Context: an optimization exercise on an open-source flow, tuned for small area. The choices shown serve that exercise and are no tape-out recipe.
RTL that was checked went through simulation tests only; none was proved equivalent to the original.
The RTL of run 3 was laid out without a check of its function.
No run shown here takes its clock network from TritonCTS; it comes from the design's own scripts or RTL.
The clock input has no modelled driver; a real chip could not lean on it and would need a root buffer or a full tree.
Power and IR drop assume default switching activity.

--- constraint.sdc ---
create_clock -name core_clock -period 10.0 [get_ports {clock}]
set_input_delay 2.0000 -clock core_clock [delete_from_list [all_inputs] [get_ports {clock}]]
set_output_delay 2.0000 -clock core_clock [all_outputs]
set_load 0.01 [all_outputs]
--- design.v ---
module All_Combined(
    input clock, reset,
    output hSync, vSync,
    output [3:0] vgaRed,
    output [3:0] vgaGreen,
    output [3:0] vgaBlue,
    input btnL,
    input btnR,
    input serve,
    input [9:0] serveX,
    input [9:0] serveY,
    input serveDirX,
    input serveDirY
    );
    function automatic ge10(input [9:0] a, input [9:0] c);
        integer i;
        reg r;
        begin
            r = 1'b1;
            for (i = 0; i < 10; i = i + 1)
                r = c[i] ? (a[i] & r) : (a[i] | r);
            ge10 = r;
        end
    endfunction
    function automatic le10(input [9:0] a, input [9:0] c);
        integer i;
        reg r;
        begin
            r = 1'b1;
            for (i = 0; i < 10; i = i + 1)
                r = c[i] ? (~a[i] | r) : (~a[i] & r);
            le10 = r;
        end
    endfunction
    function automatic near10(input [9:0] a, input [9:0] b);
        integer i;
        reg br;
        reg [9:0] d;
        begin
            br = 1'b0;
            for (i = 0; i < 10; i = i + 1) begin
                d[i] = a[i] ^ b[i] ^ br;
                br = (~a[i] & b[i]) | (~(a[i] ^ b[i]) & br);
            end
            near10 = ~br & ~|d[9:4] & ~(d[3] & (d[2] | d[1]));
        end
    endfunction
    reg [9:0] x, y;           
    wire xEnd = x[9] & x[8] & (&x[4:0]);           
    wire yEnd = y[9] & y[3] & y[1] & y[0];         
    wire [9:0] xInc, yInc;
    wire [10:0] xc, yc;
    assign xc[0] = 1'b1;
    assign yc[0] = 1'b1;
    genvar gi;
    generate for (gi = 0; gi < 10; gi = gi + 1) begin : inc
        assign xInc[gi] = x[gi] ^ xc[gi];
        assign yInc[gi] = y[gi] ^ yc[gi];
        assign xc[gi+1] = xc[gi] & x[gi];
        assign yc[gi+1] = yc[gi] & y[gi];
    end endgenerate
    always @(posedge clock or posedge reset)
        if (reset) begin
            x <= 0; y <= 0;
        end else begin
            x <= {xInc[9:8] & ~{2{xEnd}}, xInc[7:6], xInc[5] & ~xEnd, xInc[4:0]};
            if (xEnd) y <= {yInc[9] & ~yEnd, yInc[8:4], yInc[3:2] & ~{2{yEnd}}, yInc[1:0]};
        end
    wire x0 = ~|x;
    assign hSync = ge10(x, 689) & ~(x[9] & x[8] & x[4] & |x[3:0]);
    wire y512 = y[9] & ~|y[3:1];                   
    assign vSync = x0 ? y512 : ((y512 & ~y[0]) | (~y[9] & &y[8:0]));
    reg [9:0] ballX, ballY;
    reg vx, vy;               
    reg vyOn;                 
    reg gameOver;
    reg [4:0] brickOff;       
    reg [6:0] bar;            
    wire tick = x0 && (y == 481);
    wire [6:0] ph;
    wire [7:0] pb;
    assign pb[0] = 1'b0;
    generate for (gi = 0; gi < 7; gi = gi + 1) begin : padsub
        assign ph[gi] = ballX[gi+3] ^ bar[gi] ^ pb[gi];
        assign pb[gi+1] = (~ballX[gi+3] & bar[gi]) | (~(ballX[gi+3] ^ bar[gi]) & pb[gi]);
    end endgenerate
    wire ballFar = ge10(ballX, 1015);              
    wire pad = (~pb[7] & ~|ph[6:3] & ~&ph[2:0]) | ballFar;
    wire r1 = le10(ballX, 52);
    wire r2 = ge10(ballX, 621) & ~ballFar;
    wire r3 = le10(ballY, 42);
    wire yFar = ge10(ballY, 1015);
    wire r4 = ge10(ballY, 451) & ~yFar & pad;
    wire r5 = ge10(ballY, 461) & ~yFar;
    wire [10:0] cx, cy;
    assign cx[0] = tick;
    assign cy[0] = tick & vyOn;
    generate for (gi = 0; gi < 10; gi = gi + 1) begin : mv
        assign cx[gi+1] = cx[gi] & ~(ballX[gi] ^ vx);
        assign cy[gi+1] = cy[gi] & ~(ballY[gi] ^ vy);
    end endgenerate
    always @(posedge clock or posedge reset)
        if (reset) begin
            ballX <= 0; ballY <= 0; vyOn <= 0; gameOver <= 0;
        end else if (serve) begin
            ballX <= serveX; ballY <= serveY; vyOn <= 1; gameOver <= 0;
        end else begin
            ballX <= ballX ^ cx[9:0];
            ballY <= ballY ^ cy[9:0];
            if (!r1 && !r2 && (r3 || r4)) vyOn <= 1;
            if (!r1 && !r2 && !r3 && !r4 && r5) gameOver <= 1;
        end
    always @(posedge clock)
        if (serve) begin
            vx <= serveDirX; vy <= serveDirY;
        end else begin
            if (r1) vx <= 1;
            else if (r2) vx <= 0;
            else if (r3) vy <= 1;
            else if (r4) vy <= 0;
        end
    wire hitRow = le10(ballY, 61);
    wire [4:0] hit;
    assign hit[0] = hitRow & ((ge10(ballX, 61) & le10(ballX, 120)) | ballFar);
    assign hit[1] = hitRow & ge10(ballX, 181) & le10(ballX, 240);
    assign hit[2] = hitRow & ge10(ballX, 301) & le10(ballX, 360);
    assign hit[3] = hitRow & ge10(ballX, 421) & le10(ballX, 480);
    assign hit[4] = hitRow & ge10(ballX, 541) & le10(ballX, 600);
    always @(posedge clock or posedge reset)
        if (reset) brickOff <= 0;
        else brickOff <= brickOff | hit;
    wire barMax = bar[6] & bar[2] & bar[1] & bar[0];     
    wire barDn = btnL & |bar;
    wire barEn = tick & (barDn | (btnR & ~barMax));
    wire [7:0] cb;
    assign cb[0] = barEn;
    generate for (gi = 0; gi < 7; gi = gi + 1) begin : bmv
        assign cb[gi+1] = cb[gi] & (bar[gi] ^ barDn);
    end endgenerate
    always @(posedge clock or posedge reset)
        if (reset) bar <= 0;
        else bar <= bar ^ cb[6:0];
    wire border = (ge10(x, 42) & le10(x, 51) & ge10(y, 42) & le10(y, 471)) |
                  (ge10(x, 42) & le10(x, 631) & ((ge10(y, 32) & le10(y, 42)) | (ge10(y, 471) & le10(y, 480)))) |
                  (ge10(x, 631) & le10(x, 640) & ge10(y, 32) & le10(y, 480));
    wire brickRow = ge10(y, 52) & le10(y, 62);
    wire ng = ~gameOver;
    wire b1 = brickRow & ge10(x, 60) & le10(x, 130) & ~brickOff[0];
    wire b2 = brickRow & ge10(x, 180) & le10(x, 250) & ~brickOff[1];
    wire b3 = brickRow & ge10(x, 300) & le10(x, 370) & ~brickOff[2];
    wire b4 = brickRow & ge10(x, 420) & le10(x, 490) & ~brickOff[3];
    wire b5 = brickRow & ge10(x, 540) & le10(x, 610) & ~brickOff[4];
    wire ball = near10(x, ballX) & near10(y, ballY);
    wire [6:0] bd;
    wire [7:0] bbr;
    assign bbr[0] = 1'b0;
    generate for (gi = 0; gi < 7; gi = gi + 1) begin : barsub
        assign bd[gi] = x[gi+3] ^ bar[gi] ^ bbr[gi];
        assign bbr[gi+1] = (~x[gi+3] & bar[gi]) | (~(x[gi+3] ^ bar[gi]) & bbr[gi]);
    end endgenerate
    wire padl = ~bbr[7] & (~|bd[6:3] | (bd == 7'd8 & ~|x[2:0])) & ge10(y, 460) & le10(y, 465);
    wire cBorder = border;
    wire cObj = ~border & ng;
    wire cb1 = cObj & b1;
    wire cb2 = cObj & ~b1 & b2;
    wire cb3 = cObj & ~b1 & ~b2 & b3;
    wire cb4 = cObj & ~b1 & ~b2 & ~b3 & b4;
    wire cb5 = cObj & ~b1 & ~b2 & ~b3 & ~b4 & b5;
    wire cBall = cObj & ~b1 & ~b2 & ~b3 & ~b4 & ~b5 & ball;
    wire cBar = cObj & ~b1 & ~b2 & ~b3 & ~b4 & ~b5 & ~ball & padl;
    reg qR3;
    always @(posedge clock) qR3 <= cb1 | cb2 | cb5 | cBall | cBar;
    reg qR1;
    always @(posedge clock) qR1 <= cb4 | cb5 | cBall | cBar;
    reg qG1;
    always @(posedge clock) qG1 <= cBorder | cb1 | cBall;
    reg qG0;
    always @(posedge clock) qG0 <= cBorder | cb1 | cb2 | cb3 | cb4 | cb5 | cBall;
    wire R3 = qR3;
    wire R1 = qR1;
    wire G1 = qG1;
    wire G0 = qG0;
    wire R2 = (R3) | (~G1 & G0);
    wire R0 = (R3 & G1) | (R3 & ~G0) | (~R1 & ~G1 & G0);
    wire G3 = (~R3 & G0) | (R1) | (G1);
    wire G2 = ~((~R3 & ~R1 & ~G1) | (R3 & R1 & ~G1 & G0));
    wire B3 = (~R3 & R1) | (R3 & ~G1 & G0);
    wire B2 = (R3 & ~R1) | (R3 & ~G0);
    wire B0 = (~R3 & ~G1 & G0) | (R1 & ~G1 & G0);
    assign vgaRed = {R3, R2, R1, R0};
    assign vgaGreen = {G3, G2, G1, G0};
    assign vgaBlue = {B3, B2, 1'b0, B0};
endmodule
--- flow/area.abc ---
strash
&get -n
&fraig -x
&put
scorr
dc2
strash
balance; rewrite; refactor; balance; rewrite; rewrite -z; balance; refactor -z; rewrite -z; balance
dc2
balance; rewrite; refactor; balance; rewrite; rewrite -z; balance; refactor -z; rewrite -z; balance
&get -n
&deepsyn -T 60
&put
strash
dch -f
amap
--- config.mk ---
export PLATFORM = sky130hd
export DESIGN_NAME = All_Combined
export DESIGN_NICKNAME = All_Combined
export VERILOG_FILES = /design/flow/design.v
export SDC_FILE = /design/flow/constraint.sdc
export NUM_CORES = 4
export LEC_CHECK = 0
export CAP_MARGIN = 20
export CORE_MARGIN = 2
export CORE_UTILIZATION = 65
export PLACE_DENSITY = 0.75
export SLEW_MARGIN = 20
--- flow/run.sh ---
#!/bin/bash
# Own layout flow: the standard ORFS flow (standard.sh) with three changes.
#  1. Synthesis: the standard flow's synthesis script, whose ORFS synth.tcl is swapped for a copy that
#     skips the full-adder extraction and maps with the area-oriented ABC script flow/area.abc.
#     Everything up to and including flip-flop mapping is unchanged, so the registers (names,
#     count, cell types) are those of the standard synthesis.
#  2. Port buffers: buf_1 instead of the default buffer cell (every port still gets one).
#  3. Clock tree: flow/cts_hook.tcl replaces the H-tree with one level of clock buffers.
# Each tool's output goes to the ORFS logs under orfs/logs; make's own output to make.log.
set -euo pipefail
W=$(pwd)
F=$W/flow

sed "s#^source \$::env(SCRIPTS_DIR)/synth.tcl\$#source $W/synth_own.tcl#" synth_recipe.tcl > own_synth.tcl
grep -q "source $W/synth_own.tcl" own_synth.tcl

sed "s#^  log_cmd abc {\*}\$abc_args\$#  log_cmd abc -script $F/area.abc {*}\$lib_args {*}\$lib_dont_use_args#" \
  "$FLOW_HOME/scripts/synth.tcl" > synth_own.tcl
grep -q "area.abc" synth_own.tcl

sed "s#SYNTH_SCRIPT=[^ ]*#SYNTH_SCRIPT=$W/own_synth.tcl#" standard.sh > own_standard.sh
grep -q "SYNTH_SCRIPT=$W/own_synth.tcl" own_standard.sh

export ADDER_MAP_FILE=
export BUFFER_PORTS_ARGS="-buffer_cell sky130_fd_sc_hd__buf_1"
export PRE_CTS_TCL=$F/cts_hook.tcl
export CTS_NBUF=2
export CTS_BUFCELL=sky130_fd_sc_hd__clkbuf_16

bash own_standard.sh > make.log 2>&1
--- flow/cts_hook.tcl ---
rename clock_tree_synthesis my_unused_cts
proc my_bisect { sinks nparts axis } {
  if { $nparts <= 1 } { return [list $sinks] }
  set sorted [lsort -integer -index $axis $sinks]
  set half [expr {[llength $sorted] / 2}]
  set next [expr {1 - $axis}]
  return [concat [my_bisect [lrange $sorted 0 [expr {$half - 1}]] [expr {$nparts / 2}] $next] \
                 [my_bisect [lrange $sorted $half end] [expr {$nparts / 2}] $next]]
}
proc clock_tree_synthesis { args } {
  set nbuf $::env(CTS_NBUF)
  set cell $::env(CTS_BUFCELL)
  set block [ord::get_db_block]
  set master [[ord::get_db] findMaster $cell]
  set net [[$block findBTerm clock] getNet]
  set sinks {}
  foreach it [$net getITerms] {
    set box [[$it getInst] getBBox]
    lappend sinks [list [expr {([$box xMin] + [$box xMax]) / 2}] [expr {([$box yMin] + [$box yMax]) / 2}] $it]
  }
  puts "manual clock buffering: [llength $sinks] sinks, $nbuf x $cell"
  set b 0
  foreach group [my_bisect $sinks $nbuf 0] {
    set sx 0; set sy 0
    foreach s $group { incr sx [lindex $s 0]; incr sy [lindex $s 1] }
    set inst [odb::dbInst_create $block $master "clkbuf_leaf_$b"]
    set newnet [odb::dbNet_create $block "clknet_leaf_$b"]
    $newnet setSigType CLOCK
    foreach s $group {
      set it [lindex $s 2]
      $it disconnect
      $it connect $newnet
    }
    [$inst findITerm A] connect $net
    [$inst findITerm X] connect $newnet
    $inst setLocation [expr {$sx / [llength $group]}] [expr {$sy / [llength $group]}]
    $inst setPlacementStatus PLACED
    puts "  clkbuf_leaf_$b: [llength $group] sinks"
    incr b
  }
  $net setSigType CLOCK
  set_propagated_clock [all_clocks]
}
--- standard.sh ---
#!/bin/bash
# synth_recipe.tcl (not shown) runs the flow's synth.tcl, then flattens the netlist and writes it again
# the make line also repeats each setting of config.mk as NAME=value (left out here)
make -C /OpenROAD-flow-scripts/flow DESIGN_CONFIG=/design/flow/config.mk WORK_HOME=/design/flow/orfs CLKGATE_MAP_FILE= SYNTH_SCRIPT=/design/flow/synth_recipe.tcl "${@:-finish}"
==> impl_metrics.prom, run 1 <==
# TYPE chip_impl_metric gauge
chip_impl_metric{name="grt_use_total",unit="%"} 32.6
chip_impl_info{name="timing_worst_setup_path_type",value="reg -> reg"} 1
chip_impl_info{name="timing.rr.start",value="x[0]"} 1
chip_impl_info{name="outcome",value="complete, no violations"} 1
chip_impl_metric{name="power.total",unit="uW"} 474
chip_impl_info{name="synth_area_leaders",value="sky130_fd_sc_hd__dfrtp_1 32%, sky130_fd_sc_hd__nor2_1 11%, sky130_fd_sc_hd__clkinv_1 7.2%"} 1
chip_impl_metric{name="critical_path_required",unit="ns"} 10.12
chip_impl_metric{name="post_route_cells_drive_above_1_share",unit="%"} 0.804
chip_impl_metric{name="finalSetupTns",unit="ns"} 0
chip_impl_metric{name="gr-total-overflow",unit=""} 0
chip_impl_metric{name="cp_data_arrival_time",unit="ns"} 4.57
chip_impl_metric{name="num_io_pins",unit=""} 41
chip_impl_metric{name="worstSkewPairLatency",unit="ns"} 0.18
chip_impl_metric{name="holdBufCountCts",unit=""} 0
chip_impl_metric{name="area_growth",unit="%"} 5.22
chip_impl_metric{name="finalHoldViolations",unit=""} 0
chip_impl_metric{name="post_synth_num_cell_types",unit=""} 47
chip_impl_metric{name="asyncSetResetFlopFracSynth",unit="%"} 90.0
chip_impl_metric{name="synth.avg_cell_area",unit="um2"} 7.06
chip_impl_info{name="regToRegEndpoint",value="ballY[9]"} 1
chip_impl_metric{name="placement.io_buffers",unit=""} 39
chip_impl_info{name="top_flip_flop_cell_by_instance_count_after_synthesis",value="sky130_fd_sc_hd__dfrtp_1"} 1
chip_impl_metric{name="min_period_over_period",unit="%"} 44.5
chip_impl_metric{name="resized_cells_post_cts",unit=""} 0
chip_impl_info{name="rsz0062_at_grt",value="no"} 1
chip_impl_info{name="worst_path_dominant_cell_family",value="simple AND/OR/NAND/NOR gates"} 1
chip_impl_metric{name="synth.net_count",unit=""} 618
chip_impl_metric{name="design.final.nets",unit=""} 651
chip_impl_metric{name="remaining_antenna_violation_count_after_routing",unit=""} 0
chip_impl_metric{name="hpwl",unit="um"} 8730
chip_impl_info{name="crit_path_cells",value="clkinv_1 -> nor2_1 -> nor2_1 -> nand2_1 -> nor2_1 -> nand2_1 -> nor3_1 -> nor4b_1 -> nand2_1 -> a211oi_1 -> clkinv_1 -> nor2_1 -> o221ai_1 -> clkinv_1 -> o221ai_1 -> nor2_1 -> nor2_1 -> a21oi_1 -> o22a_1"} 1
chip_impl_info{name="holdPathEnd",value="brickOff[2]"} 1
chip_impl_info{name="cp_max_stage_cell",value="sky130_fd_sc_hd__nor4b_1"} 1
chip_impl_info{name="critPathLaunchType",value="register"} 1
chip_impl_metric{name="vias_per_cell",unit=""} 6.35
chip_impl_metric{name="path_buf_inv",unit=""} 3
chip_impl_info{name="critical-path-top-cell-by-count",value="sky130_fd_sc_hd__nor2_1"} 1
chip_impl_metric{name="maxCapViolations",unit=""} 0
chip_impl_info{name="yosys.area.top_type",value="sky130_fd_sc_hd__dfrtp_1"} 1
chip_impl_metric{name="final.setup_skew",unit="ns"} 0.0137
chip_impl_metric{name="dieWidth",unit="um"} 84.1
chip_impl_metric{name="grt_pass1_vias",unit=""} 4046
chip_impl_metric{name="ys.warnings.count",unit=""} 1
chip_impl_metric{name="std_cell_rows",unit=""} 29
chip_impl_metric{name="drt_iter0_markers",unit=""} 470
chip_impl_metric{name="drt_pre_antenna_iters",unit=""} 5
chip_impl_metric{name="ys_ff_latch",unit=""} 60
chip_impl_metric{name="coreArea",unit="mm2"} 0.00628
chip_impl_metric{name="cp_slowest_stage_delay",unit="ns"} 0.85
chip_impl_metric{name="power_density",unit="mW/mm2"} 108
chip_impl_metric{name="initial_core_util",unit="%"} 66.5
chip_impl_metric{name="synthCells",unit=""} 591
chip_impl_info{name="critical_path.endpoint_type",value="register"} 1
chip_impl_metric{name="synth_top_area_share",unit="%"} 32.4
chip_impl_metric{name="hold_path_depth",unit=""} 1
chip_impl_metric{name="syn-cell-area",unit="mm2"} 0.00417
chip_impl_info{name="min-delay-start",value="brickOff[2]"} 1
chip_impl_metric{name="routed-via-count",unit=""} 4437
chip_impl_metric{name="regToRegSetupSlack",unit="ns"} 5.55
chip_impl_metric{name="setup_viol_count_final",unit=""} 0
chip_impl_metric{name="antenna_cells_inserted",unit=""} 0
chip_impl_info{name="timing.hold.worst.class",value="reg -> reg"} 1
chip_impl_metric{name="gpl.final_weighted_congestion",unit=""} 0.951
chip_impl_metric{name="antenna_found_initial",unit=""} 0
chip_impl_metric{name="sequential_element_share_of_the_synthesized_area",unit="%"} 35.7
chip_impl_metric{name="totalWireLength",unit="um"} 11300
chip_impl_metric{name="cts_setup_buffers",unit=""} 0
chip_impl_metric{name="power_leakage",unit="nW"} 1.67
chip_impl_metric{name="synth_enable_flop_cells",unit=""} 2
chip_impl_metric{name="timing_max_transition_violations_final",unit=""} 0
chip_impl_metric{name="grt_max_degree",unit=""} 55
chip_impl_metric{name="grt_pass1_wl",unit="um"} 19100
chip_impl_metric{name="upper_clock_frequency_limit",unit="GHz"} 0.224
chip_impl_metric{name="path_clk_slew",unit="ns"} 0.12
chip_impl_metric{name="die_height",unit="um"} 84.1
chip_impl_metric{name="post_route_minimum_period",unit="ns"} 4.45
chip_impl_metric{name="worstMarginPinSlew",unit="ns"} 0.971
chip_impl_metric{name="r2r.worst_path.cells",unit=""} 19
chip_impl_metric{name="slew-limit-headroom",unit="%"} 34.3
chip_impl_metric{name="die_area",unit="mm2"} 0.00708
chip_impl_metric{name="vdd.ir_drop.worst",unit="mV"} 0.162
chip_impl_metric{name="worst-path-max-fanout",unit=""} 5
chip_impl_metric{name="post_drt_wl_per_cell",unit="um"} 16.1
chip_impl_metric{name="detail_route.drc_violations",unit=""} 0
[how the worst max path moves through the flow]
stage | endpoint | cells past startpoint | slack (ns) | startpoint
4_1_cts | ballY[9] | 19 | 5.62 | x[0]
3_5_place_dp | ballY[9] | 19 | 5.65 | x[0]
6_report | ballY[9] | 19 | 5.55 | x[0]
3_3_place_gp | ballY[9] | 19 | 6.04 | x[0]
2_1_floorplan | vSync | 9 | 6.37 | x[0]
5_1_grt | ballY[9] | 19 | 5.13 | x[0]
[cell families after synthesis]
family	share of synthesized area, %
and+or+nand+nor	25.1
AOI/OAI and AO/OA	29.6
buffers and inverters	9.35
DFF	35.7
xor gates and xnor gates	0.210
other	0.0898
[power by group]
group | total (mW) | internal, mW | leakage, nW | switching [mW]
Clock | 0.101 | 0.0374 | 0.0246 | 0.0632
Combinational | 0.0974 | 0.0349 | 0.923 | 0.0624
Sequential | 0.276 | 0.257 | 0.718 | 0.0191
[synth_stat cells (all sizes together) (2+ instances only)]
cell,n
clkinv,80
nor2b,2
nor4,9
o21ai,55
nand2,60
or2,4
o41ai,3
a31oi,10
a31o,2
o21a,10
a221oi,2
o2111ai,3
a21oi,32
o221ai,6
a22oi,8
a41o,2
edfxtp,2
dfrtp,54
dfxtp,4
nand3,10
nor2,127
or3,5
o22ai,13
a211oi,11
nor3,26
a2111o,2
o22a,13
o211ai,4
a2111oi,2
buf,12
o21bai,2
[flip-flops by register name, summed over array words and instances, names as in the netlist]
signal / count
qG1: 1
brickOff: 5
gameOver: 1
qR3: 1
ballX: 10
qR1: 1
y: 10
vy: 1
qG0: 1
x: 10
ballY: 10
bar: 7
vx: 1
vyOn: 1
[layout by cell type, fill, tap and decap left out, drive strengths merged, types with 3 or more instances in the layout]
cell     netlist  routed
nor2         127     127
clkinv        80      79
nand2         60      60
o21ai         55      55
dfrtp         54      54
buf           12      41
a21oi         32      32
nor3          26      26
o22ai         13      13
o22a          13      13
a211oi        11      11
nand3         10      10
a31oi         10      10
o21a          10      10
nor4           9       9
a22oi          8       8
o221ai         6       6
or3            5       5
or2            4       4
o211ai         4       4
dfxtp          4       4
o41ai          3       3
o2111ai        3       3
[layer usage]
layer | global-route usage (%) | vias up | wire length (um)
met4 | 7.92 | 0 | 304
met3 | 3.15 | 28 | 983
met2 | 51.7 | 256 | 5010
met5 | 0 | - | 0
li1 | - | 2153 | -
met1 | 48.6 | 2000 | 4970
[worst reg2reg max path, stage by stage (launching register included)]
cell and delay, ns:
sky130_fd_sc_hd__dfrtp_1 0.45, sky130_fd_sc_hd__clkinv_1 0.08, sky130_fd_sc_hd__nor2_1 0.06, sky130_fd_sc_hd__nor2_1 0.16
sky130_fd_sc_hd__nand2_1 0.09, sky130_fd_sc_hd__nor2_1 0.14, sky130_fd_sc_hd__nand2_1 0.10, sky130_fd_sc_hd__nor3_1 0.47
sky130_fd_sc_hd__nor4b_1 0.85, sky130_fd_sc_hd__nand2_1 0.20, sky130_fd_sc_hd__a211oi_1 0.42, sky130_fd_sc_hd__clkinv_1 0.18
sky130_fd_sc_hd__nor2_1 0.21, sky130_fd_sc_hd__o221ai_1 0.18, sky130_fd_sc_hd__clkinv_1 0.10, sky130_fd_sc_hd__o221ai_1 0.16
sky130_fd_sc_hd__nor2_1 0.21, sky130_fd_sc_hd__nor2_1 0.07, sky130_fd_sc_hd__a21oi_1 0.15, sky130_fd_sc_hd__o22a_1 0.14
[layout make-up]
type,count,area (um2)
tap,77,96.3
buffer,2,50.0
fill,546,1890
inverter,80,300
sequential,60,1490
multi-input combinational,439,2290
timing repair buffer,41,161
[stage by stage]
| stage | std cells | instance area (um2) | setup WS, ns | hold slack, ns | util [%] |
|---|---|---|---|---|---|
| after global placement | 697 | 4340 | 6.04 | 0.461 | 69.2 |
| after global routing | 699 | 4390 | 5.13 | 0.510 | 70.0 |
| after detailed placement | 697 | 4340 | 5.65 | 0.463 | 69.2 |
| after floorplan | 591 | 4170 | 6.37 | 0.428 | - |
| final | 699 | 4390 | 5.55 | 0.494 | 70.0 |
| after CTS | 699 | 4390 | 5.62 | 0.490 | 70.0 |
==> run 2: changes to the inputs <==
--- a/flow/run.sh
+++ b/flow/run.sh
@@ -24,7 +24,7 @@
 export ADDER_MAP_FILE=
 export BUFFER_PORTS_ARGS="-buffer_cell sky130_fd_sc_hd__buf_1"
 export PRE_CTS_TCL=$F/cts_hook.tcl
-export CTS_NBUF=2
-export CTS_BUFCELL=sky130_fd_sc_hd__clkbuf_16
+export CTS_NBUF=4
+export CTS_BUFCELL=sky130_fd_sc_hd__clkbuf_8
 
 bash own_standard.sh > make.log 2>&1
==> run 2 against run 1 <==
First-iteration DRC count grew 6.6%; sequential share of layout area is essentially flat; design area grew 0.11%; largest cell class unchanged; via count grew 0.47%; clock skew shrank 0.00087 ns; area after synthesis is the same; critical path depth is the same; die area is the same.
==> impl_metrics.prom, run 2 <==
# TYPE chip_impl_metric gauge
chip_impl_info{name="outcome",value="complete, no violations"} 1
chip_impl_metric{name="p_sw_share",unit="%"} 30.7
chip_impl_metric{name="post_route_minimum_period",unit="ns"} 4.57
chip_impl_metric{name="finalSetupTns",unit="ns"} 0
chip_impl_metric{name="regToRegSetupSlack",unit="ns"} 5.43
chip_impl_info{name="layout.cells.most_common_list",value="127 x sky130_fd_sc_hd__nor2_1, 79 x sky130_fd_sc_hd__clkinv_1, 60 x sky130_fd_sc_hd__nand2_1"} 1
chip_impl_metric{name="design.final.nets",unit=""} 653
chip_impl_metric{name="coreArea",unit="mm2"} 0.00628
chip_impl_metric{name="path_clk_slew",unit="ns"} 0.11
chip_impl_metric{name="clock_power_share",unit="%"} 21.4
chip_impl_metric{name="initial_core_util",unit="%"} 66.5
chip_impl_metric{name="p_int",unit="uW"} 329
chip_impl_metric{name="min_period_over_period",unit="%"} 45.7
chip_impl_metric{name="num_io_pins",unit=""} 41
chip_impl_metric{name="grt_use_total",unit="%"} 32.8
chip_impl_info{name="top_layer_used",value="met4"} 1
chip_impl_info{name="synth_most_common_cell",value="sky130_fd_sc_hd__nor2_1"} 1
chip_impl_metric{name="share_seq_of_total_power",unit="%"} 58.1
chip_impl_metric{name="synth_top_area_share",unit="%"} 32.4
chip_impl_metric{name="grt_pass1_wl",unit="um"} 19200
chip_impl_info{name="min-delay-start",value="brickOff[2]"} 1
chip_impl_metric{name="resized_cells_post_cts",unit=""} 0
chip_impl_metric{name="detail_route.drc_violations",unit=""} 0
chip_impl_info{name="critical_path.endpoint_type",value="register"} 1
chip_impl_metric{name="vias_per_cell",unit=""} 6.36
chip_impl_metric{name="dr_wl_met2",unit="um"} 4960
chip_impl_metric{name="sequential_element_share_of_the_synthesized_area",unit="%"} 35.7
chip_impl_metric{name="maxCapViolations",unit=""} 0
chip_impl_info{name="critPathLaunchType",value="register"} 1
chip_impl_info{name="top_flip_flop_cell_by_instance_count_after_synthesis",value="sky130_fd_sc_hd__dfrtp_1"} 1
chip_impl_metric{name="synth.avg_cell_area",unit="um2"} 7.06
chip_impl_metric{name="syn-cell-area",unit="mm2"} 0.00417
chip_impl_info{name="timing_worst_setup_path_type",value="reg -> reg"} 1
chip_impl_info{name="holdPathEnd",value="brickOff[2]"} 1
chip_impl_metric{name="cts_setup_buffers",unit=""} 0
chip_impl_metric{name="antenna_found_initial",unit=""} 0
chip_impl_metric{name="post_drt_wl_per_cell",unit="um"} 16.2
chip_impl_metric{name="cp_data_arrival_time",unit="ns"} 4.67
chip_impl_metric{name="synth.mux.area_fraction",unit="%"} 0
chip_impl_info{name="yosys.area.top_type",value="sky130_fd_sc_hd__dfrtp_1"} 1
chip_impl_info{name="rsz0062_at_grt",value="no"} 1
chip_impl_metric{name="synthCells",unit=""} 591
chip_impl_metric{name="comb_power_share",unit="%"} 20.5
chip_impl_metric{name="holdBufCountCts",unit=""} 0
chip_impl_metric{name="timing_max_transition_violations_final",unit=""} 0
chip_impl_metric{name="worst-path-max-fanout",unit=""} 5
chip_impl_metric{name="die_height",unit="um"} 84.1
chip_impl_metric{name="worstMarginPinSlew",unit="ns"} 1.06
chip_impl_metric{name="grt_pass1_vias",unit=""} 4055
chip_impl_metric{name="post_route_cells_drive_above_1_share",unit="%"} 1.12
chip_impl_metric{name="hold_slack",unit="ns"} 0.491
chip_impl_metric{name="placement.io_buffers",unit=""} 39
chip_impl_info{name="synth_area_leaders",value="sky130_fd_sc_hd__dfrtp_1 32%, sky130_fd_sc_hd__nor2_1 11%, sky130_fd_sc_hd__clkinv_1 7.2%"} 1
chip_impl_metric{name="finalHoldViolations",unit=""} 0
chip_impl_metric{name="netSwitchingPower",unit="uW"} 146
chip_impl_metric{name="critical_path_required",unit="ns"} 10.10
chip_impl_info{name="combinational_family_with_the_most_area_after_synthesis",value="compound AO/OA/AOI/OAI gates"} 1
chip_impl_metric{name="ys_ff_latch",unit=""} 60
chip_impl_metric{name="asyncSetResetFlopFracSynth",unit="%"} 90.0
chip_impl_metric{name="met1Wirelength",unit="um"} 4920
chip_impl_metric{name="adder_cell_area_share_of_the_yosys_netlist",unit="%"} 0
chip_impl_info{name="synthTopCellsByCount",value="127 x sky130_fd_sc_hd__nor2_1, 80 x sky130_fd_sc_hd__clkinv_1, 60 x sky130_fd_sc_hd__nand2_1"} 1
chip_impl_metric{name="hold_path_depth",unit=""} 1
chip_impl_metric{name="die_area",unit="mm2"} 0.00708
chip_impl_metric{name="setup_viol_count_final",unit=""} 0
chip_impl_info{name="regToRegEndpoint",value="ballY[9]"} 1
chip_impl_metric{name="power_density",unit="mW/mm2"} 108
chip_impl_metric{name="upper_clock_frequency_limit",unit="GHz"} 0.219
chip_impl_info{name="timing.hold.worst.class",value="reg -> reg"} 1
chip_impl_metric{name="drt_pre_antenna_iters",unit=""} 5
chip_impl_metric{name="totalWireLength",unit="um"} 11300
chip_impl_metric{name="power_leakage",unit="nW"} 1.67
chip_impl_metric{name="post_synth_num_cell_types",unit=""} 47
chip_impl_info{name="timing.rr.start",value="x[0]"} 1
chip_impl_metric{name="hpwl",unit="um"} 8730
chip_impl_metric{name="vdd.ir_drop.worst",unit="mV"} 0.127
chip_impl_metric{name="synth_xor_area_share",unit="%"} 0.210
chip_impl_metric{name="worstSkewPairLatency",unit="ns"} 0.16
chip_impl_metric{name="slew-limit-headroom",unit="%"} 28.6
chip_impl_metric{name="r2r.worst_path.cells",unit=""} 19
chip_impl_metric{name="remaining_antenna_violation_count_after_routing",unit=""} 0
chip_impl_metric{name="gr-total-overflow",unit=""} 0
chip_impl_metric{name="grt_max_degree",unit=""} 55
chip_impl_metric{name="ys.warnings.count",unit=""} 1
chip_impl_metric{name="antenna_cells_inserted",unit=""} 0
chip_impl_metric{name="std_cell_rows",unit=""} 29
chip_impl_metric{name="dieWidth",unit="um"} 84.1
chip_impl_metric{name="drt_iter0_markers",unit=""} 501
chip_impl_metric{name="synth.net_count",unit=""} 618
chip_impl_metric{name="synth_enable_flop_cells",unit=""} 2
chip_impl_metric{name="gpl.final_weighted_congestion",unit=""} 0.951
chip_impl_metric{name="synth_simple_gate_area_share",unit="%"} 25.1
chip_impl_metric{name="area_growth",unit="%"} 5.34
chip_impl_metric{name="routed-via-count",unit=""} 4458
chip_impl_metric{name="compound_cell_area_share_of_the_yosys_netlist",unit="%"} 29.6
chip_impl_info{name="layout.cells.most_common",value="sky130_fd_sc_hd__nor2_1"} 1
chip_impl_metric{name="wl_met3",unit="um"} 1030
chip_impl_metric{name="final.setup_skew",unit="ns"} 0.0129
-- run 2: layout make-up --
class,instances,area (um2)
inverter,80,300
sequential,60,1490
timing repair buffer,41,161
fill,547,1880
multi-input combinational,439,2290
buffer,4,55.1
tap,77,96.3
-- run 2: cells by family after synthesis --
kind of cell    count (synthesis)
compound gates                189
flops                          60
other cells                     1
simple gates                  248
xor+xnor                        1
buf+inv                        92
-- run 2: worst max-delay path by stage --
stage,slack (ns),endpoint,start
floorplan,6.37,vSync,x[0]
global placement,6.04,ballY[9],x[0]
detailed placement,5.65,ballY[9],x[0]
CTS,5.57,ballY[9],x[0]
global route,5.09,ballY[9],x[0]
finish,5.43,ballY[9],x[0]
-- run 2: critical path, stage by stage (launching register included) --
cell                       delay (ns)
sky130_fd_sc_hd__dfrtp_1         0.45
sky130_fd_sc_hd__clkinv_1        0.08
sky130_fd_sc_hd__nor2_1          0.06
sky130_fd_sc_hd__nor2_1          0.16
sky130_fd_sc_hd__nand2_1         0.09
sky130_fd_sc_hd__nor2_1          0.13
sky130_fd_sc_hd__nand2_1         0.10
sky130_fd_sc_hd__nor3_1          0.47
sky130_fd_sc_hd__nor4b_1         0.91
sky130_fd_sc_hd__nand2_1         0.20
sky130_fd_sc_hd__a211oi_1        0.42
sky130_fd_sc_hd__clkinv_1        0.18
sky130_fd_sc_hd__nor2_1          0.23
sky130_fd_sc_hd__o221ai_1        0.20
sky130_fd_sc_hd__clkinv_1        0.10
sky130_fd_sc_hd__o221ai_1        0.16
sky130_fd_sc_hd__nor2_1          0.21
sky130_fd_sc_hd__nor2_1          0.07
sky130_fd_sc_hd__a21oi_1         0.15
sky130_fd_sc_hd__o22a_1          0.14
-- run 2: through the flow --
stage	cells	setup WS, ns	util, %	instance area (um2)	power [mW]
5_1_grt	701	5.09	70.0	4400	0.500
4_1_cts	701	5.57	70.0	4400	0.474
6_report	701	5.43	70.0	4400	0.475
3_3_place_gp	697	6.04	69.2	4340	0.373
2_1_floorplan	591	6.37	-	4170	0.350
3_5_place_dp	697	5.65	69.2	4340	0.376
-- run 2: power groups by stage --
stage	Sequential [mW]	Combinational, mW	Clock, mW
floorplan	0.273	0.0770	0
global placement	0.279	0.0937	0
detailed placement	0.280	0.0959	0
CTS	0.275	0.0964	0.102
global route	0.278	0.110	0.112
finish	0.276	0.0974	0.102
-- run 2: metal layers --
metal / GRT usage, % / up-vias
met2: 51.4 / 253
met4: 9.53 / 0
met5: 0 / -
met1: 48.8 / 2003
li1: - / 2161
met3: 3.24 / 41
==> run 3: changes to the inputs <==
--- a/design.v
+++ b/design.v
@@ -110,15 +110,10 @@
             if (!r1 && !r2 && (r3 || r4)) vyOn <= 1;
             if (!r1 && !r2 && !r3 && !r4 && r5) gameOver <= 1;
         end
-    always @(posedge clock)
-        if (serve) begin
-            vx <= serveDirX; vy <= serveDirY;
-        end else begin
-            if (r1) vx <= 1;
-            else if (r2) vx <= 0;
-            else if (r3) vy <= 1;
-            else if (r4) vy <= 0;
-        end
+    always @(posedge clock) begin
+        vx <= serve ? serveDirX : (r1 | (~r2 & vx));
+        vy <= serve ? serveDirY : ((~r1 & ~r2 & r3) | (vy & (r1 | r2 | ~r4)));
+    end
     wire hitRow = le10(ballY, 61);
     wire [4:0] hit;
     assign hit[0] = hitRow & ((ge10(ballX, 61) & le10(ballX, 120)) | ballFar);
==> run 3 against run 2 <==
Still clean; routed wire length grew 7.4%; synthesized cell count grew 5.8%; first-iteration DRC count grew 11%; worst hold slack lost 0.0090 ns; maximum frequency grew 12%; clock skew shrank 0.0011 ns; die area grew 1.5%; via count grew 6.4%; clock power is essentially flat; design area grew 1.5%; global-route usage grew 0.78 points; register-to-register slack gained 0.61 ns; critical endpoint is now vSync.
==> impl_metrics.prom, run 3 <==
# TYPE chip_impl_metric gauge
chip_impl_info{name="outcome",value="complete, no violations"} 1
chip_impl_metric{name="post_synth_num_cell_types",unit=""} 43
chip_impl_info{name="synthTopCellsByCount",value="147 x sky130_fd_sc_hd__nor2_1, 93 x sky130_fd_sc_hd__clkinv_1, 67 x sky130_fd_sc_hd__nand2_1"} 1
chip_impl_metric{name="critical_path_required",unit="ns"} 8.00
chip_impl_metric{name="num_io_pins",unit=""} 41
chip_impl_metric{name="std_cell_rows",unit=""} 29
chip_impl_metric{name="min_period_over_period",unit="%"} 40.9
chip_impl_metric{name="initial_core_util",unit="%"} 67.1
chip_impl_metric{name="setup_viol_count_final",unit=""} 0
chip_impl_metric{name="asyncSetResetFlopFracSynth",unit="%"} 90.0
chip_impl_metric{name="cts_setup_buffers",unit=""} 0
chip_impl_metric{name="hold_slack",unit="ns"} 0.482
chip_impl_info{name="layout.cells.most_common_list",value="147 x sky130_fd_sc_hd__nor2_1, 92 x sky130_fd_sc_hd__clkinv_1, 67 x sky130_fd_sc_hd__nand2_1"} 1
chip_impl_metric{name="p_sw_share",unit="%"} 30.2
chip_impl_metric{name="syn-cell-area",unit="mm2"} 0.00424
chip_impl_metric{name="clock_power_share",unit="%"} 22.0
chip_impl_metric{name="grt_pass1_wl",unit="um"} 20100
chip_impl_metric{name="netSwitchingPower",unit="uW"} 139
chip_impl_metric{name="totalWireLength",unit="um"} 12200
chip_impl_metric{name="dieWidth",unit="um"} 84.7
chip_impl_metric{name="final.setup_skew",unit="ns"} 0.0118
chip_impl_metric{name="finalSetupTns",unit="ns"} 0
chip_impl_metric{name="share_seq_of_total_power",unit="%"} 59.5
chip_impl_metric{name="fillCellCount",unit=""} 542
chip_impl_metric{name="remaining_antenna_violation_count_after_routing",unit=""} 0
chip_impl_metric{name="compound_cell_area_share_of_the_yosys_netlist",unit="%"} 28.7
chip_impl_metric{name="coreArea",unit="mm2"} 0.00631
chip_impl_metric{name="slew-limit-headroom",unit="%"} 46.4
chip_impl_metric{name="timing_max_transition_violations_final",unit=""} 0
chip_impl_metric{name="grt_use_total",unit="%"} 33.6
chip_impl_metric{name="synth.avg_cell_area",unit="um2"} 6.78
chip_impl_metric{name="drt_pre_antenna_iters",unit=""} 5
chip_impl_metric{name="comb_power_share",unit="%"} 18.5
chip_impl_metric{name="maxCapViolations",unit=""} 0
chip_impl_metric{name="synthCells",unit=""} 625
chip_impl_metric{name="post_drt_wl_per_cell",unit="um"} 16.6
chip_impl_info{name="combinational_family_with_the_most_area_after_synthesis",value="compound AO/OA/AOI/OAI gates"} 1
chip_impl_info{name="critPathLaunchType",value="register"} 1
chip_impl_metric{name="synth_xor_area_share",unit="%"} 0
chip_impl_metric{name="post_route_cells_drive_above_1_share",unit="%"} 1.06
chip_impl_metric{name="synth.mux.area_fraction",unit="%"} 0
chip_impl_metric{name="drt_iter0_markers",unit=""} 555
chip_impl_metric{name="post_route_minimum_period",unit="ns"} 4.09
chip_impl_info{name="timing.hold.worst.class",value="reg -> reg"} 1
chip_impl_metric{name="vdd.ir_drop.worst",unit="mV"} 0.143
chip_impl_metric{name="detail_route.drc_violations",unit=""} 0
chip_impl_metric{name="finalHoldViolations",unit=""} 0
chip_impl_metric{name="sequential_element_share_of_the_synthesized_area",unit="%"} 34.7
chip_impl_info{name="synth_area_leaders",value="sky130_fd_sc_hd__dfrtp_1 32%, sky130_fd_sc_hd__nor2_1 13%, sky130_fd_sc_hd__clkinv_1 8.2%"} 1
chip_impl_metric{name="placement.io_buffers",unit=""} 39
chip_impl_metric{name="power_density",unit="mW/mm2"} 103
chip_impl_info{name="top_flip_flop_cell_by_instance_count_after_synthesis",value="sky130_fd_sc_hd__dfrtp_1"} 1
chip_impl_metric{name="grt_max_degree",unit=""} 55
chip_impl_metric{name="hpwl",unit="um"} 9310
chip_impl_metric{name="synth_top_area_share",unit="%"} 31.9
chip_impl_info{name="layout.cells.most_common",value="sky130_fd_sc_hd__nor2_1"} 1
chip_impl_info{name="rsz0062_at_grt",value="no"} 1
chip_impl_metric{name="antenna_found_initial",unit=""} 0
chip_impl_metric{name="gpl.final_weighted_congestion",unit=""} 0.940
chip_impl_metric{name="ys_ff_latch",unit=""} 60
chip_impl_metric{name="path_clk_slew",unit="ns"} 0.11
chip_impl_metric{name="design.final.nets",unit=""} 687
chip_impl_metric{name="holdBufCountCts",unit=""} 0
chip_impl_metric{name="cp_data_arrival_time",unit="ns"} 2.09
chip_impl_metric{name="resized_cells_post_cts",unit=""} 0
chip_impl_metric{name="regToRegSetupSlack",unit="ns"} 6.04
chip_impl_metric{name="gr-total-overflow",unit=""} 0
chip_impl_metric{name="worstMarginPinSlew",unit="ns"} 0.783
chip_impl_metric{name="antenna_cells_inserted",unit=""} 0
chip_impl_metric{name="grt_pass1_vias",unit=""} 4347
chip_impl_metric{name="worst-path-max-fanout",unit=""} 6
chip_impl_info{name="timing_worst_setup_path_type",value="reg -> out"} 1
chip_impl_metric{name="die_area",unit="mm2"} 0.00718
chip_impl_metric{name="p_int",unit="uW"} 321
chip_impl_metric{name="adder_cell_area_share_of_the_yosys_netlist",unit="%"} 0
chip_impl_metric{name="ys.warnings.count",unit=""} 1
chip_impl_metric{name="routed-via-count",unit=""} 4744
chip_impl_metric{name="worstSkewPairLatency",unit="ns"} 0.16
chip_impl_metric{name="die_height",unit="um"} 84.7
chip_impl_metric{name="synth.net_count",unit=""} 652
chip_impl_metric{name="synth_enable_flop_cells",unit=""} 0
chip_impl_info{name="yosys.area.top_type",value="sky130_fd_sc_hd__dfrtp_1"} 1
chip_impl_metric{name="upper_clock_frequency_limit",unit="GHz"} 0.245
chip_impl_metric{name="vias_per_cell",unit=""} 6.45
chip_impl_metric{name="synth_simple_gate_area_share",unit="%"} 26.2
chip_impl_info{name="synth_most_common_cell",value="sky130_fd_sc_hd__nor2_1"} 1
chip_impl_info{name="critical_path.endpoint_type",value="primary output"} 1
chip_impl_metric{name="area_growth",unit="%"} 5.26
chip_impl_metric{name="power_leakage",unit="nW"} 1.72
run 3: changes by cell type after synthesis, sizes merged, moves of 7 or more:
cell    before  now
nor2       127  147
clkinv      80   93
o22a        13    2
nand2       60   67
o22ai       13   20
run 3: cell type report:
cell class	count	area, um2	area share (%)
inverter	93	349	7.83
timing repair buffer	41	161	3.62
multi-input combinational	460	2330	52.2
buffer	4	55.1	1.23
sequential	60	1470	33.0
tap	77	96.3	2.16
run 3: power groups by stage:
| stage | combinational, mW | sequential, mW | clock [mW] |
|---|---|---|---|
| floorplan | 0.0605 | 0.271 | 0 |
| finish | 0.0850 | 0.274 | 0.101 |
| global route | 0.0949 | 0.276 | 0.109 |
| detailed placement | 0.0827 | 0.278 | 0 |
| CTS | 0.0831 | 0.273 | 0.103 |
| global placement | 0.0792 | 0.277 | 0 |
run 3: kinds of logic (layout without fill, tap and decap cells):
family                 count (synthesis)  after routing
and+or+nand+nor                      267            267
other                                  1              1
AOI/OAI and AO/OA                    192            192
buffers and inverters                105            138
DFF                                   60             60
run 3: per-stage QoR:
stage | instances | util, % | area (um2) | setup slack [ns] | total power [mW]
global route | 735 | 70.7 | 4460 | 5.66 | 0.480
floorplan | 625 | - | 4240 | 6.36 | 0.331
global placement | 731 | 69.8 | 4410 | 6.13 | 0.356
detailed placement | 731 | 69.8 | 4410 | 5.93 | 0.360
CTS | 735 | 70.7 | 4460 | 5.94 | 0.459
finish | 735 | 70.7 | 4460 | 5.91 | 0.460
run 3: worst paths after layout:
path                        from       end  depth (start not counted)
setup reg to reg            x[1]  ballY[8]                         24
hold reg to reg             vyOn      vyOn                          1
max in group asynchronous  reset  ballY[8]                          3
min in group asynchronous  reset    bar[1]                          3
hold / removal              vyOn      vyOn                          1
setup / recovery            x[3]     vSync                          9
run 3: metal layers:
metal  wire [um]  up-vias  GRT usage [%]
li1            -     2270              -
met1        5150     2144           48.3
met2        5550      292           55.8
met3        1120       38           1.97
met4         333        0           8.23
met5           0        -              0
run 3: worst max-delay path, stage by stage, from the launching register on:
cell and delay, ns:
sky130_fd_sc_hd__dfrtp_1 0.46, sky130_fd_sc_hd__nor2_1 0.21, sky130_fd_sc_hd__clkinv_1 0.15, sky130_fd_sc_hd__nor3_1 0.22
sky130_fd_sc_hd__and3_1 0.22, sky130_fd_sc_hd__nand2_1 0.06, sky130_fd_sc_hd__nor2_1 0.21, sky130_fd_sc_hd__o211ai_1 0.11
sky130_fd_sc_hd__o41ai_1 0.10, sky130_fd_sc_hd__buf_1 0.19
==> run 4: changes to the inputs <==
--- a/design.v
+++ b/design.v
@@ -63,13 +63,12 @@
         if (reset) begin
             x <= 0; y <= 0;
         end else begin
-            x <= {xInc[9:8] & ~{2{xEnd}}, xInc[7:6], xInc[5] & ~xEnd, xInc[4:0]};
-            if (xEnd) y <= {yInc[9] & ~yEnd, yInc[8:4], yInc[3:2] & ~{2{yEnd}}, yInc[1:0]};
+            x <= xEnd ? 10'd0 : xInc;
+            if (xEnd) y <= yEnd ? 10'd0 : yInc;
         end
     wire x0 = ~|x;
-    assign hSync = ge10(x, 689) & ~(x[9] & x[8] & x[4] & |x[3:0]);
-    wire y512 = y[9] & ~|y[3:1];                   
-    assign vSync = x0 ? y512 : ((y512 & ~y[0]) | (~y[9] & &y[8:0]));
+    assign hSync = ge10(x, 689) & le10(x, 784);
+    assign vSync = x0 ? (y == 512 || y == 513) : (y == 511 || y == 512);
     reg [9:0] ballX, ballY;
     reg vx, vy;               
     reg vyOn;                 
@@ -110,10 +109,15 @@
             if (!r1 && !r2 && (r3 || r4)) vyOn <= 1;
             if (!r1 && !r2 && !r3 && !r4 && r5) gameOver <= 1;
         end
-    always @(posedge clock) begin
-        vx <= serve ? serveDirX : (r1 | (~r2 & vx));
-        vy <= serve ? serveDirY : ((~r1 & ~r2 & r3) | (vy & (r1 | r2 | ~r4)));
-    end
+    always @(posedge clock)
+        if (serve) begin
+            vx <= serveDirX; vy <= serveDirY;
+        end else begin
+            if (r1) vx <= 1;
+            else if (r2) vx <= 0;
+            else if (r3) vy <= 1;
+            else if (r4) vy <= 0;
+        end
     wire hitRow = le10(ballY, 61);
     wire [4:0] hit;
     assign hit[0] = hitRow & ((ge10(ballX, 61) & le10(ballX, 120)) | ballFar);
--- a/config.mk
+++ b/config.mk
@@ -7,6 +7,6 @@
 export LEC_CHECK = 0
 export CAP_MARGIN = 20
 export CORE_MARGIN = 2
-export CORE_UTILIZATION = 65
-export PLACE_DENSITY = 0.75
+export CORE_UTILIZATION = 40
+export PLACE_DENSITY = 0.6
 export SLEW_MARGIN = 20
==> run 4 against run 3 <==
Flip-flop and latch count unchanged; global-route usage down 11 points; die area up 59%; design area up 1.7%; core utilization down 27 points; total power up 7.4%; largest cell class unchanged; sequential power up 4%; maximum frequency down 0.75%; register-to-register slack about the same; still clean on timing, DRC and antenna; sequential share of layout area down 0.11 points; area after synthesis about the same.
==> impl_metrics.prom, run 4 <==
# TYPE chip_impl_metric gauge
chip_impl_metric{name="post_route_minimum_period",unit="ns"} 4.12
chip_impl_metric{name="grt_pass1_vias",unit=""} 4169
chip_impl_info{name="critical-path-top-cell-by-count",value="sky130_fd_sc_hd__nor2_1"} 1
chip_impl_metric{name="maxCapViolations",unit=""} 0
chip_impl_metric{name="die_height",unit="um"} 107
chip_impl_metric{name="remaining_antenna_violation_count_after_routing",unit=""} 0
chip_impl_metric{name="post_drt_wl_per_cell",unit="um"} 15.6
chip_impl_metric{name="worstSkewPairLatency",unit="ns"} 0.17
chip_impl_metric{name="utilization",unit="%"} 43.9
chip_impl_metric{name="adder_cell_area_share_of_the_yosys_netlist",unit="%"} 0
chip_impl_metric{name="timing_max_transition_violations_final",unit=""} 0
chip_impl_info{name="yosys.area.top_type",value="sky130_fd_sc_hd__dfrtp_1"} 1
chip_impl_metric{name="finalNonFillerCells",unit=""} 791
chip_impl_metric{name="die_area",unit="mm2"} 0.0114
chip_impl_metric{name="slew-limit-headroom",unit="%"} 38.3
chip_impl_metric{name="hpwl",unit="um"} 9730
chip_impl_info{name="synthTopCellsByCount",value="140 x sky130_fd_sc_hd__nor2_1, 90 x sky130_fd_sc_hd__clkinv_1, 61 x sky130_fd_sc_hd__nand2_1"} 1
chip_impl_metric{name="std_cell_rows",unit=""} 37
chip_impl_metric{name="vias_per_cell",unit=""} 5.64
chip_impl_metric{name="dp.cells",unit=""} 787
chip_impl_info{name="layout.cells.most_common_list",value="140 x sky130_fd_sc_hd__nor2_1, 89 x sky130_fd_sc_hd__clkinv_1, 61 x sky130_fd_sc_hd__nand2_1"} 1
chip_impl_metric{name="cp_data_arrival_time",unit="ns"} 2.12
chip_impl_metric{name="post_route_cells_drive_above_1_share",unit="%"} 1.07
chip_impl_metric{name="sequential_element_share_of_the_synthesized_area",unit="%"} 35.2
chip_impl_info{name="worst_path_dominant_cell_family",value="simple AND/OR/NAND/NOR gates"} 1
chip_impl_info{name="outcome",value="complete, no violations"} 1
chip_impl_info{name="regToRegEndpoint",value="y[8]"} 1
chip_impl_info{name="timing_worst_setup_path_type",value="reg -> out"} 1
chip_impl_metric{name="synth_enable_flop_cells",unit=""} 2
chip_impl_metric{name="routed-via-count",unit=""} 4464
chip_impl_info{name="cp_max_stage_cell",value="sky130_fd_sc_hd__dfrtp_1"} 1
chip_impl_metric{name="num_io_pins",unit=""} 41
chip_impl_metric{name="final.setup_skew",unit="ns"} 0.0221
chip_impl_metric{name="gr-total-overflow",unit=""} 0
chip_impl_metric{name="power_leakage",unit="nW"} 1.64
chip_impl_metric{name="upper_clock_frequency_limit",unit="GHz"} 0.243
chip_impl_metric{name="synth.avg_cell_area",unit="um2"} 6.82
chip_impl_metric{name="dieWidth",unit="um"} 107
chip_impl_metric{name="grt_pass1_wl",unit="um"} 20700
chip_impl_info{name="timing.hold.worst.class",value="reg -> reg"} 1
chip_impl_metric{name="worst-path-max-fanout",unit=""} 5
chip_impl_info{name="setup.worst_path.end",value="vSync"} 1
chip_impl_metric{name="drt_iter0_markers",unit=""} 282
chip_impl_metric{name="gpl.final_weighted_congestion",unit=""} 0.933
chip_impl_metric{name="placement.io_buffers",unit=""} 39
chip_impl_metric{name="holdBufCountCts",unit=""} 0
chip_impl_info{name="top_flip_flop_cell_by_instance_count_after_synthesis",value="sky130_fd_sc_hd__dfrtp_1"} 1
chip_impl_metric{name="resized_cells_post_cts",unit=""} 0
chip_impl_metric{name="synth_simple_gate_area_share",unit="%"} 26.6
chip_impl_metric{name="min_period_over_period",unit="%"} 41.2
chip_impl_metric{name="design.final.nets",unit=""} 684
chip_impl_info{name="synth_area_leaders",value="sky130_fd_sc_hd__dfrtp_1 32%, sky130_fd_sc_hd__nor2_1 12%, sky130_fd_sc_hd__clkinv_1 8.0%"} 1
chip_impl_metric{name="coreArea",unit="mm2"} 0.0103
chip_impl_metric{name="path_buf_inv",unit=""} 1
chip_impl_info{name="crit_path_start",value="x[1]"} 1
chip_impl_metric{name="initial_core_util",unit="%"} 41.1
chip_impl_metric{name="synthCells",unit=""} 622
chip_impl_metric{name="ys_ff_latch",unit=""} 60
chip_impl_metric{name="power_density",unit="mW/mm2"} 109
chip_impl_metric{name="vdd.ir_drop.worst",unit="mV"} 0.0691
chip_impl_metric{name="synth.net_count",unit=""} 649
chip_impl_info{name="layout.cells.most_common",value="sky130_fd_sc_hd__nor2_1"} 1
chip_impl_metric{name="post_synth_num_cell_types",unit=""} 43
chip_impl_metric{name="finalSetupTns",unit="ns"} 0
chip_impl_info{name="combinational_family_with_the_most_area_after_synthesis",value="compound AO/OA/AOI/OAI gates"} 1
chip_impl_metric{name="path_clk_slew",unit="ns"} 0.12
chip_impl_metric{name="drt_pre_antenna_iters",unit=""} 5
chip_impl_info{name="rsz0062_at_grt",value="no"} 1
chip_impl_metric{name="asyncSetResetFlopFracSynth",unit="%"} 90.0
chip_impl_info{name="timing.rr.start",value="x[0]"} 1
chip_impl_metric{name="antenna_found_initial",unit=""} 0
chip_impl_metric{name="synth_xor_area_share",unit="%"} 0
chip_impl_metric{name="power.total",unit="uW"} 494
chip_impl_metric{name="area_growth",unit="%"} 6.99
chip_impl_metric{name="compound_cell_area_share_of_the_yosys_netlist",unit="%"} 28.0
chip_impl_info{name="min-delay-start",value="vyOn"} 1
chip_impl_metric{name="detail_route.drc_violations",unit=""} 0
chip_impl_metric{name="setup_viol_count_final",unit=""} 0
chip_impl_metric{name="synth_top_area_share",unit="%"} 31.9
chip_impl_info{name="crit_path_cells",value="nor2_1 -> nand2_1 -> nor2_1 -> nand2_1 -> or3_1 -> nor2_1 -> nor2_1 -> o21ai_0 -> buf_1"} 1
chip_impl_info{name="synth_most_common_cell",value="sky130_fd_sc_hd__nor2_1"} 1
chip_impl_metric{name="path_depth",unit=""} 9
chip_impl_metric{name="cp_slowest_stage_delay",unit="ns"} 0.44
chip_impl_metric{name="grt_use_total",unit="%"} 22.2
chip_impl_metric{name="finalHoldViolations",unit=""} 0
chip_impl_metric{name="regToRegSetupSlack",unit="ns"} 6.04
chip_impl_metric{name="grt_max_degree",unit=""} 55
chip_impl_metric{name="totalWireLength",unit="um"} 12300
chip_impl_metric{name="syn-cell-area",unit="mm2"} 0.00424
chip_impl_info{name="critPathLaunchType",value="register"} 1
chip_impl_metric{name="worstMarginPinSlew",unit="ns"} 0.918
chip_impl_metric{name="r2r.worst_path.cells",unit=""} 19
chip_impl_metric{name="critical_path_required",unit="ns"} 8.00
chip_impl_info{name="critical_path.endpoint_type",value="primary output"} 1
chip_impl_metric{name="cts_setup_buffers",unit=""} 0
chip_impl_metric{name="antenna_cells_inserted",unit=""} 0
chip_impl_metric{name="ys.warnings.count",unit=""} 1
chip_impl_metric{name="synth.mux.area_fraction",unit="%"} 0
[run 4: kinds of logic (layout without fill, tap and decap cells)]
family          after synthesis  in the layout
simple gates                268            268
compound gates              191            191
buf+inv                     102            135
flops                        60             60
other cells                   1              1
[run 4: area by class of cell]
cell class                      count  area, um2
Timing Repair Buffer               41        161
Sequential cell                    60       1490
Tap cell                          136        170
Fill cell                        1088       5790
Inverter                           90        338
Multi-Input combinational cell    460       2320
Buffer                              4       55.1
[run 4: worst min-delay path by stage]
stage                             end  slack [ns]  cells past startpoint
after floorplan           brickOff[3]        0.44                      1
after global placement           vyOn        0.46                      1
after detailed placement         vyOn        0.47                      1
after CTS                        vyOn        0.49                      1
after global routing             x[0]        0.53                      1
final                            vyOn        0.50                      1
[run 4: report_power, final]
part	switching, mW	total (mW)	internal, mW
Sequential	0.0247	0.285	0.260
Combinational	0.0667	0.104	0.0377
Clock	0.0680	0.105	0.0372
Total	0.159	0.494	0.335
[run 4: stage by stage]
step                hold slack, ns  worst slack [ns]  area, um2
floorplan                    0.436              6.38       4240
global placement             0.463              6.13       4480
detailed placement           0.467              6.10       4480
CTS                          0.495              5.90       4540
global route                 0.526              5.43       4540
finish                       0.495              5.88       4540
[run 4: per-layer routing]
| layer | wire length, um | GRT usage (%) |
|---|---|---|
| met2 | 5540 | 36.4 |
| met5 | 0 | 0 |
| met3 | 639 | 1.03 |
| met4 | 235 | 3.62 |
| met1 | 5920 | 33.1 |

-- static timing again, ports no longer ideal --
How much do the figures lean on ideal ports? The routed layouts below were timed once more, with nothing changed but the port constraints. Step 1: set_driving_cell puts a clkbuf_16 on clock and a buf_2 on each other input, an assumption about the parent block. Step 2 adds t to the input delays and takes it off the output delays; t is the mean of the earliest and latest rising clock arrival at the registers after step 1. Input paths then give back, and output paths get back, about the clock's delay inside the block. a / b / c = ideal / step 1 / step 2; a / b = the first two.
run	t, ns	slack for setup (ns)	worst data-port slew with drivers (ns)
run 1	0.221	5.545 / 5.545 / 5.545	0.03
run 2	0.225	5.430 / 5.430 / 5.430	0.03
run 3	0.222	5.910 / 5.843 / 5.899	0.03
run 4	0.232	5.879 / 5.809 / 6.037	0.04
After both steps setup and hold are still met in every run listed. For run 3, which loses most, drivers alone change the setup slack by -0.067 ns; drivers and shift together by -0.011 ns.
